This is an optimization exercise on Yosys and OpenROAD, whose aim is small area and a short achievable clock period, not a production implementation. At most, simulation tests tie the RTL to the original design; equivalence was not proved. Power figures rest on the tool's default switching activity, not on a simulated workload.

==> flow/design.v <==
`timescale 1ns/1ps
module pifo_reg
#(
    parameter L2_REG_WIDTH = 4,
    parameter RANK_WIDTH = 16,
    parameter META_WIDTH = 12
)
(
    input                       rst,
    input                       clk,
    output reg                  full,
    input                       insert,
    input [RANK_WIDTH-1:0]      rank_in,
    input [META_WIDTH-1:0]      meta_in,
    output reg                  valid_out,
    input                       remove,
    output [RANK_WIDTH-1:0]     rank_out,
    output [META_WIDTH-1:0]     meta_out,
    output reg                  max_valid_out,
    output [RANK_WIDTH-1:0]     max_rank_out,
    output [META_WIDTH-1:0]     max_meta_out,
    output reg [L2_REG_WIDTH:0] num_entries,
    output reg                  empty
);
    localparam N  = 2**L2_REG_WIDTH;
    localparam RW = RANK_WIDTH;
    localparam MW = META_WIDTH;
    localparam SW = L2_REG_WIDTH;
    localparam DW = RW + MW;            
    localparam EW = DW + SW;            
    function automatic gt_tree(input [RW-1:0] a, input [RW-1:0] b, input cin);
        reg [RW-1:0] g, e;
        integer w, k;
        begin
            g = a & ~b;
            e = ~(a ^ b);
            for (w = RW; w > 1; w = w / 2)
                for (k = 0; k < w / 2; k = k + 1) begin
                    g[k] = g[2*k+1] | (e[2*k+1] & g[2*k]);
                    e[k] = e[2*k+1] & e[2*k];
                end
            gt_tree = g[0] | (e[0] & cin);
        end
    endfunction
    reg [EW-1:0] ent [0:N-1];
    reg [DW-1:0] max_d;
    reg [DW-1:0] p_d;
    reg [SW-1:0] p_slot;
    reg [N-1:0]  c;       
    reg          cm;      
    reg          op_any;      
    reg          op_rem;      
    reg          ld0, dn0, hold0;
    reg          max_new, max_sec, max_keep;
    reg          insert_ltch;
    reg          calc_min_max;
    wire [EW-1:0] new_ent  = {p_slot, p_d};
    wire [N-1:0] ld   = {{(N-1){op_any}} & c[N-1:1] & ~c[N-2:0], ld0};
    wire [N-1:0] up   = {{(N-1){op_any}} & c[N-2:0], 1'b0};
    wire [N-1:0] dn   = {{(N-1){op_rem}}, dn0};
    wire [N-1:0] hold = {~(({(N-1){op_any}} & c[N-1:1]) | {(N-1){op_rem}}), hold0};
    reg [EW-1:0] cur [0:N-1];
    reg [EW-1:0] nxt_up, nxt_dn;
    integer i;
    always @(*) begin
        for (i = 0; i < N; i = i + 1) begin
            nxt_up = (i > 0) ? ent[i-1] : {EW{1'b0}};
            if (i < N-1) begin
                nxt_dn = ent[i+1];
                nxt_dn[DW +: SW] = ent[i+1][DW +: SW] - (ent[i+1][DW +: SW] > ent[0][DW +: SW]);
            end else
                nxt_dn = {EW{1'b0}};
            cur[i] = ({EW{ld[i]}}   & new_ent)
                   | ({EW{up[i]}}   & nxt_up)
                   | ({EW{dn[i]}}     & nxt_dn)
                   | ({EW{hold[i]}} & ent[i]);
        end
    end
    wire [DW-1:0] cur_max = ({DW{max_new}}  & p_d)
                          | ({DW{max_sec}}  & ent[N-2][DW-1:0])
                          | ({DW{max_keep}} & max_d);
    assign rank_out     = cur[0][RW-1:0];
    assign meta_out     = cur[0][RW +: MW];
    assign max_rank_out = cur_max[RW-1:0];
    assign max_meta_out = cur_max[RW +: MW];
    always @(posedge clk) begin
        for (i = 0; i < N; i = i + 1)
            ent[i] <= cur[i];
        max_d <= cur_max;
    end
    wire nz      = |num_entries;
    wire is_full = num_entries[SW];
    wire do_rem  = remove & nz;
    wire do_ins  = ~do_rem & (insert | insert_ltch);
    wire [SW-1:0] cs_top = cur[N-1][DW +: SW];
    wire          rep_ok = is_full & ~remove;
    wire [N-1:0]  c_in;
    genvar g;
    generate
        for (g = 0; g < N; g = g + 1) begin : cmp
            wire v  = num_entries > g;
            wire sg = rep_ok & (cur[g][DW +: SW] > cs_top);
            assign c_in[g] = ~v | gt_tree(cur[g][RW-1:0], rank_in, sg);
        end
    endgenerate
    wire cm_in = nz & gt_tree(cur_max[RW-1:0], rank_in, 1'b0);
    wire [N-1:0] c_nx  = insert ? c_in : {1'b1, c[N-1:1]};
    wire         cm_nx = insert ? cm_in : (cm & nz);
    wire         go_ins = do_ins & ~rst;
    wire         go_rem = do_rem & ~rst;
    wire         go_rem0 = go_rem & (num_entries != 1);
    wire mn_nx = go_ins & (is_full ? (c_nx[N-1] & ~c_nx[N-2]) : ~cm_nx);
    wire ms_nx = go_ins & is_full & c_nx[N-2];
    always @(posedge clk) begin
        if (insert)
            p_d <= {meta_in, rank_in};
        c  <= c_nx;
        cm <= cm_nx;
        p_slot   <= is_full ? cs_top : num_entries[SW-1:0];
        op_any   <= go_ins;
        op_rem   <= go_rem;
        ld0      <= go_ins & c_nx[0];
        dn0      <= go_rem0;
        hold0    <= ~((go_ins & c_nx[0]) | go_rem0);
        max_new  <= mn_nx;
        max_sec  <= ms_nx;
        max_keep <= ~(go_ins & (is_full ? c_nx[N-1] : ~cm_nx));
    end
    always @(posedge clk) begin
        if (rst) begin
            valid_out <= 1'b0;
            max_valid_out <= 1'b0;
        end else begin
            if (insert | remove) begin
                valid_out <= 1'b0;
                max_valid_out <= 1'b0;
            end
            if (calc_min_max & nz) begin
                valid_out <= 1'b1;
                max_valid_out <= 1'b1;
            end
        end
    end
    always @(posedge clk) begin
        if (rst) begin
            num_entries <= 0;
            calc_min_max <= 0;
            insert_ltch <= 0;
            empty <= 1'b0;
            full <= 1'b0;
        end else begin
            calc_min_max <= 0;
            if (do_rem) begin
                if (num_entries == 1)
                    empty <= 1'b1;
                if (!insert)
                    full <= 1'b0;
                num_entries <= num_entries - 1'b1;
                calc_min_max <= 1;
                insert_ltch <= insert;
            end else if (do_ins) begin
                if (!is_full) begin
                    full <= (num_entries == N-1);
                    num_entries <= num_entries + 1'b1;
                end else
                    full <= 1'b1;
                empty <= 1'b0;
                calc_min_max <= 1;
                insert_ltch <= 0;
            end
        end
    end
endmodule
==> flow/config.mk <==
export PLATFORM = sky130hd
export DESIGN_NAME = pifo_reg
export DESIGN_NICKNAME = pifo_reg
export VERILOG_FILES = /design/flow/design.v
export SDC_FILE = /design/flow/constraint.sdc
export NUM_CORES = 4
export LEC_CHECK = 0
export ABC_AREA = 1
export CAP_MARGIN = 20
export CORE_MARGIN = 2
export CORE_UTILIZATION = 55
export CTS_CLUSTER_DIAMETER = 80
export CTS_CLUSTER_SIZE = 30
export SLEW_MARGIN = 20
==> flow/constraint.sdc <==
create_clock -name core_clock -period 16.0 [get_ports {clk}]
set_input_delay 3.2000 -clock core_clock [delete_from_list [all_inputs] [get_ports {clk}]]
set_output_delay 3.2000 -clock core_clock [all_outputs]
set_load 0.01 [all_outputs]
standard.sh (not shown) runs the stock make flow with config.mk's settings and CLKGATE_MAP_FILE= SYNTH_SCRIPT=/design/flow/synth_recipe.tcl, a recipe that flattens the netlist after the stock synthesis.
==> flow/flow/run.sh <==
#!/bin/bash
# Standard ORFS layout, with plain buffers on the ports and timing repair
# aiming well below the clock period.
set -euo pipefail
bash standard.sh SETUP_SLACK_MARGIN=11 TNS_END_PERCENT=100 \
  "BUFFER_PORTS_ARGS=-buffer_cell sky130_fd_sc_hd__buf_4" finish > standard_flow.log 2>&1
==> next run, changes <==
--- a/flow/design.v
+++ b/flow/design.v
@@ -44,8 +44,9 @@
     endfunction
     reg [EW-1:0] ent [0:N-1];
     reg [DW-1:0] max_d;
     reg [DW-1:0] p_d;
+    reg [DW-1:0] p_o;     
     reg [SW-1:0] p_slot;
     reg [N-1:0]  c;       
     reg          cm;      
     reg          op_any;      
@@ -54,8 +55,9 @@
     reg          max_new, max_sec, max_keep;
     reg          insert_ltch;
     reg          calc_min_max;
     wire [EW-1:0] new_ent  = {p_slot, p_d};
+    wire [EW-1:0] new_ent0 = {p_slot, p_o};
     wire [N-1:0] ld   = {{(N-1){op_any}} & c[N-1:1] & ~c[N-2:0], ld0};
     wire [N-1:0] up   = {{(N-1){op_any}} & c[N-2:0], 1'b0};
     wire [N-1:0] dn   = {{(N-1){op_rem}}, dn0};
     wire [N-1:0] hold = {~(({(N-1){op_any}} & c[N-1:1]) | {(N-1){op_rem}}), hold0};
@@ -69,15 +71,15 @@
                 nxt_dn = ent[i+1];
                 nxt_dn[DW +: SW] = ent[i+1][DW +: SW] - (ent[i+1][DW +: SW] > ent[0][DW +: SW]);
             end else
                 nxt_dn = {EW{1'b0}};
-            cur[i] = ({EW{ld[i]}}   & new_ent)
+            cur[i] = ({EW{ld[i]}}   & ((i == 0) ? new_ent0 : new_ent))
                    | ({EW{up[i]}}   & nxt_up)
                    | ({EW{dn[i]}}     & nxt_dn)
                    | ({EW{hold[i]}} & ent[i]);
         end
     end
-    wire [DW-1:0] cur_max = ({DW{max_new}}  & p_d)
+    wire [DW-1:0] cur_max = ({DW{max_new}}  & p_o)
                           | ({DW{max_sec}}  & ent[N-2][DW-1:0])
                           | ({DW{max_keep}} & max_d);
     assign rank_out     = cur[0][RW-1:0];
     assign meta_out     = cur[0][RW +: MW];
@@ -113,8 +115,10 @@
     wire ms_nx = go_ins & is_full & c_nx[N-2];
     always @(posedge clk) begin
         if (insert)
             p_d <= {meta_in, rank_in};
+        if (insert | ~insert_ltch)
+            p_o <= {meta_in, rank_in};
         c  <= c_nx;
         cm <= cm_nx;
         p_slot   <= is_full ? cs_top : num_entries[SW-1:0];
         op_any   <= go_ins;
=> The changed run went through all stages and came out clean; clock-buffer cell count shrinks by 3; setup slack gains 0.073 ns; design area grows by 1.3%; cell count grows by 0.37%; worst hold slack loses 0.0091 ns; power grows by 3.3%.

========
// pifo_reg: RTL as listed in full above, without the edits since
export LEC_CHECK = 0
export ABC_AREA = 1
export CAP_MARGIN = 20
export CORE_MARGIN = 2
export CORE_UTILIZATION = 40
export SLEW_MARGIN = 20
create_clock -name core_clock -period 16.0 [get_ports {clk}]
Scripts as last shown in full above: flow/flow/run.sh
Change:
--- a/flow/design.v
+++ b/flow/design.v
@@ -49,15 +49,11 @@
     reg [N-1:0]  c;       
     reg          cm;      
-    reg          op_any;      
-    reg          op_rem;      
-    reg          ld0, dn0, hold0;
+    reg [N-1:0]  ld, up, hold;
+    reg          op_rem;
+    reg          op_rem0;     
     reg          max_new, max_sec, max_keep;
     reg          insert_ltch;
     reg          calc_min_max;
     wire [EW-1:0] new_ent  = {p_slot, p_d};
-    wire [N-1:0] ld   = {{(N-1){op_any}} & c[N-1:1] & ~c[N-2:0], ld0};
-    wire [N-1:0] up   = {{(N-1){op_any}} & c[N-2:0], 1'b0};
-    wire [N-1:0] dn   = {{(N-1){op_rem}}, dn0};
-    wire [N-1:0] hold = {~(({(N-1){op_any}} & c[N-1:1]) | {(N-1){op_rem}}), hold0};
     reg [EW-1:0] cur [0:N-1];
     reg [EW-1:0] nxt_up, nxt_dn;
@@ -73,5 +69,5 @@
             cur[i] = ({EW{ld[i]}}   & new_ent)
                    | ({EW{up[i]}}   & nxt_up)
-                   | ({EW{dn[i]}}     & nxt_dn)
+                   | ({EW{(i == 0) ? op_rem0 : op_rem}} & nxt_dn)
                    | ({EW{hold[i]}} & ent[i]);
         end
@@ -110,4 +106,6 @@
     wire         go_rem = do_rem & ~rst;
     wire         go_rem0 = go_rem & (num_entries != 1);
+    wire [N-1:0] ld_nx  = {N{go_ins}} & c_nx & ~{c_nx[N-2:0], 1'b0};
+    wire [N-1:0] up_nx  = {N{go_ins}} & {c_nx[N-2:0], 1'b0};
     wire mn_nx = go_ins & (is_full ? (c_nx[N-1] & ~c_nx[N-2]) : ~cm_nx);
     wire ms_nx = go_ins & is_full & c_nx[N-2];
@@ -118,9 +116,9 @@
         cm <= cm_nx;
         p_slot   <= is_full ? cs_top : num_entries[SW-1:0];
-        op_any   <= go_ins;
+        ld       <= ld_nx;
+        up       <= up_nx;
+        hold     <= ~(({N{go_ins}} & c_nx) | {{(N-1){go_rem}}, go_rem0});
         op_rem   <= go_rem;
-        ld0      <= go_ins & c_nx[0];
-        dn0      <= go_rem0;
-        hold0    <= ~((go_ins & c_nx[0]) | go_rem0);
+        op_rem0  <= go_rem0;
         max_new  <= mn_nx;
         max_sec  <= ms_nx;
Outcome: Count of clock-buffer cells in the layout is lower by 10. Synthesized cell count came out higher by 1.2%. First-iteration DRC count came out higher by 6.8%. Via count went up by 1.2%. Synthesized area is higher by 1.4%. Worst setup slack improves by 21 ps. Routed wire length goes up by 7.9%. Worst hold slack loses 6.3 ps.
Function not checked in the second run of this note: the RTL went through the layout flow alone.

========
Setup of 01-27:
Starts from the design.v that is shown in full above.
==> flow/config.mk <==
export PLATFORM = sky130hd
export DESIGN_NAME = pifo_reg
export DESIGN_NICKNAME = pifo_reg
export VERILOG_FILES = /design/flow/design.v
export SDC_FILE = /design/flow/constraint.sdc
export NUM_CORES = 4
export LEC_CHECK = 0
export ABC_AREA = 1
export CAP_MARGIN = 20
export CORE_MARGIN = 2
export CORE_UTILIZATION = 55
export CTS_CLUSTER_SIZE = 30
export SLEW_MARGIN = 20
==> flow/constraint.sdc <==
create_clock -name core_clock -period 16.0 [get_ports {clk}]
set_input_delay 3.2000 -clock core_clock [delete_from_list [all_inputs] [get_ports {clk}]]
set_output_delay 3.2000 -clock core_clock [all_outputs]
set_load 0.01 [all_outputs]
Scripts as last shown in full above: flow/flow/run.sh
Every stage of the flow completed for 01-27, and the final layout passed the timing, design-rule and antenna checks.
What 01-02 does differently from 01-27 at the input level:
diff --git a/flow/design.v b/flow/design.v
--- a/flow/design.v
+++ b/flow/design.v
@@ -45,23 +45,22 @@
     reg [EW-1:0] ent [0:N-1];
     reg [DW-1:0] max_d;
     reg [DW-1:0] p_d;
     reg [SW-1:0] p_slot;
     reg [N-1:0]  c;       
     reg          cm;      
-    reg          op_any;      
-    reg          op_rem;      
-    reg          ld0, dn0, hold0;
+    reg [N-1:0]  mv;          
+    reg [N-1:0]  dn;          
+    reg          hold0;       
     reg          max_new, max_sec, max_keep;
     reg          insert_ltch;
     reg          calc_min_max;
     wire [EW-1:0] new_ent  = {p_slot, p_d};
-    wire [N-1:0] ld   = {{(N-1){op_any}} & c[N-1:1] & ~c[N-2:0], ld0};
-    wire [N-1:0] up   = {{(N-1){op_any}} & c[N-2:0], 1'b0};
-    wire [N-1:0] dn   = {{(N-1){op_rem}}, dn0};
-    wire [N-1:0] hold = {~(({(N-1){op_any}} & c[N-1:1]) | {(N-1){op_rem}}), hold0};
+    wire [N-1:0] ld   = mv & ~{mv[N-2:0], 1'b0};
+    wire [N-1:0] up   = {mv[N-2:0], 1'b0};
+    wire [N-1:0] hold = {~(mv[N-1:1] | dn[N-1:1]), hold0};
     reg [EW-1:0] cur [0:N-1];
     reg [EW-1:0] nxt_up, nxt_dn;
     integer i;
     always @(*) begin
         for (i = 0; i < N; i = i + 1) begin
             nxt_up = (i > 0) ? ent[i-1] : {EW{1'b0}};
@@ -105,26 +104,29 @@
     endgenerate
     wire cm_in = nz & gt_tree(cur_max[RW-1:0], rank_in, 1'b0);
     wire [N-1:0] c_nx  = insert ? c_in : {1'b1, c[N-1:1]};
     wire         cm_nx = insert ? cm_in : (cm & nz);
     wire         go_ins = do_ins & ~rst;
     wire         go_rem = do_rem & ~rst;
-    wire         go_rem0 = go_rem & (num_entries != 1);
+    wire [N-1:0] dn_nx;
+    generate
+        for (g = 0; g < N; g = g + 1) begin : dnx
+            assign dn_nx[g] = go_rem & (num_entries > g + 1);
+        end
+    endgenerate
     wire mn_nx = go_ins & (is_full ? (c_nx[N-1] & ~c_nx[N-2]) : ~cm_nx);
     wire ms_nx = go_ins & is_full & c_nx[N-2];
     always @(posedge clk) begin
         if (insert)
             p_d <= {meta_in, rank_in};
         c  <= c_nx;
         cm <= cm_nx;
         p_slot   <= is_full ? cs_top : num_entries[SW-1:0];
-        op_any   <= go_ins;
-        op_rem   <= go_rem;
-        ld0      <= go_ins & c_nx[0];
-        dn0      <= go_rem0;
-        hold0    <= ~((go_ins & c_nx[0]) | go_rem0);
+        mv       <= {N{go_ins}} & c_nx;
+        dn       <= dn_nx;
+        hold0    <= ~((go_ins & c_nx[0]) | dn_nx[0]);
         max_new  <= mn_nx;
         max_sec  <= ms_nx;
         max_keep <= ~(go_ins & (is_full ? c_nx[N-1] : ~cm_nx));
     end
     always @(posedge clk) begin
         if (rst) begin
[summary]
- Critical path depth in 01-02 is 1 higher than in 01-27
- Summary of 01-02 over 01-27: total routing usage reported by global routing picked up an extra 3.1 points, synthesized cell count moved up, post-route clock skew decreased 0.010 ns, design area rose 1500 um2.
- Of the two candidates, 01-27 has the better worst setup slack and 01-02 the worse one.
- Total placed cells including tap cells was lower in 01-27 than in 01-02.
- Compared with 01-27, 01-02 shows total power that has gone up by a little under 10%.
- 01-02 packs its core more tightly than 01-27.
- The worst setup path startpoint comes out p_d[17]$_DFFE_PP_ in one run and p_d[12]$_DFFE_PP_ in the other, namely in 01-02 and 01-27 respectively.
Function not checked in 01-02: the RTL went through the layout flow alone.

## separate check: timing with driven ports
The results above use ideal ports. As a check the final layouts listed here were re-extracted and re-timed, cells and wires unchanged. Step 1 assumes that a clkbuf_16 drives the clock port and a buf_2 every other input. Step 2 adds t to the input delays and takes it off the output delays; t is the mean of the earliest and latest rising clock arrival at the registers after step 1. Input paths then give back, and output paths get back, about the clock's delay inside the block. Slacks: ideal ports / drivers / drivers and shift; pairs: ideal ports / drivers.
run	t, ns	slack for setup (ns)	worst hold slack (ns)	worst register clock-pin slew, ns
the first run of note 1	0.659	11.000 / 10.934 / 10.532	0.465 / 0.465 / 0.465	0.11 / 0.11
the second run of note 1	0.668	11.074 / 11.006 / 10.711	0.456 / 0.456 / 0.456	0.11 / 0.11
the first run of note 2	0.681	10.941 / 10.880 / 10.521	0.458 / 0.458 / 0.458	0.06 / 0.06
the second run of note 2	0.679	10.962 / 10.895 / 10.547	0.451 / 0.451 / 0.451	0.06 / 0.06
01-27	0.680	11.005 / 10.937 / 10.471	0.455 / 0.455 / 0.455	0.06 / 0.06
01-02	0.677	10.999 / 10.928 / 10.376	0.445 / 0.445 / 0.445	0.06 / 0.06
After both steps every run listed still meets setup and hold. The setup slack of 01-02, which loses most, moves by -0.071 ns with the drivers and by -0.623 ns with both steps.
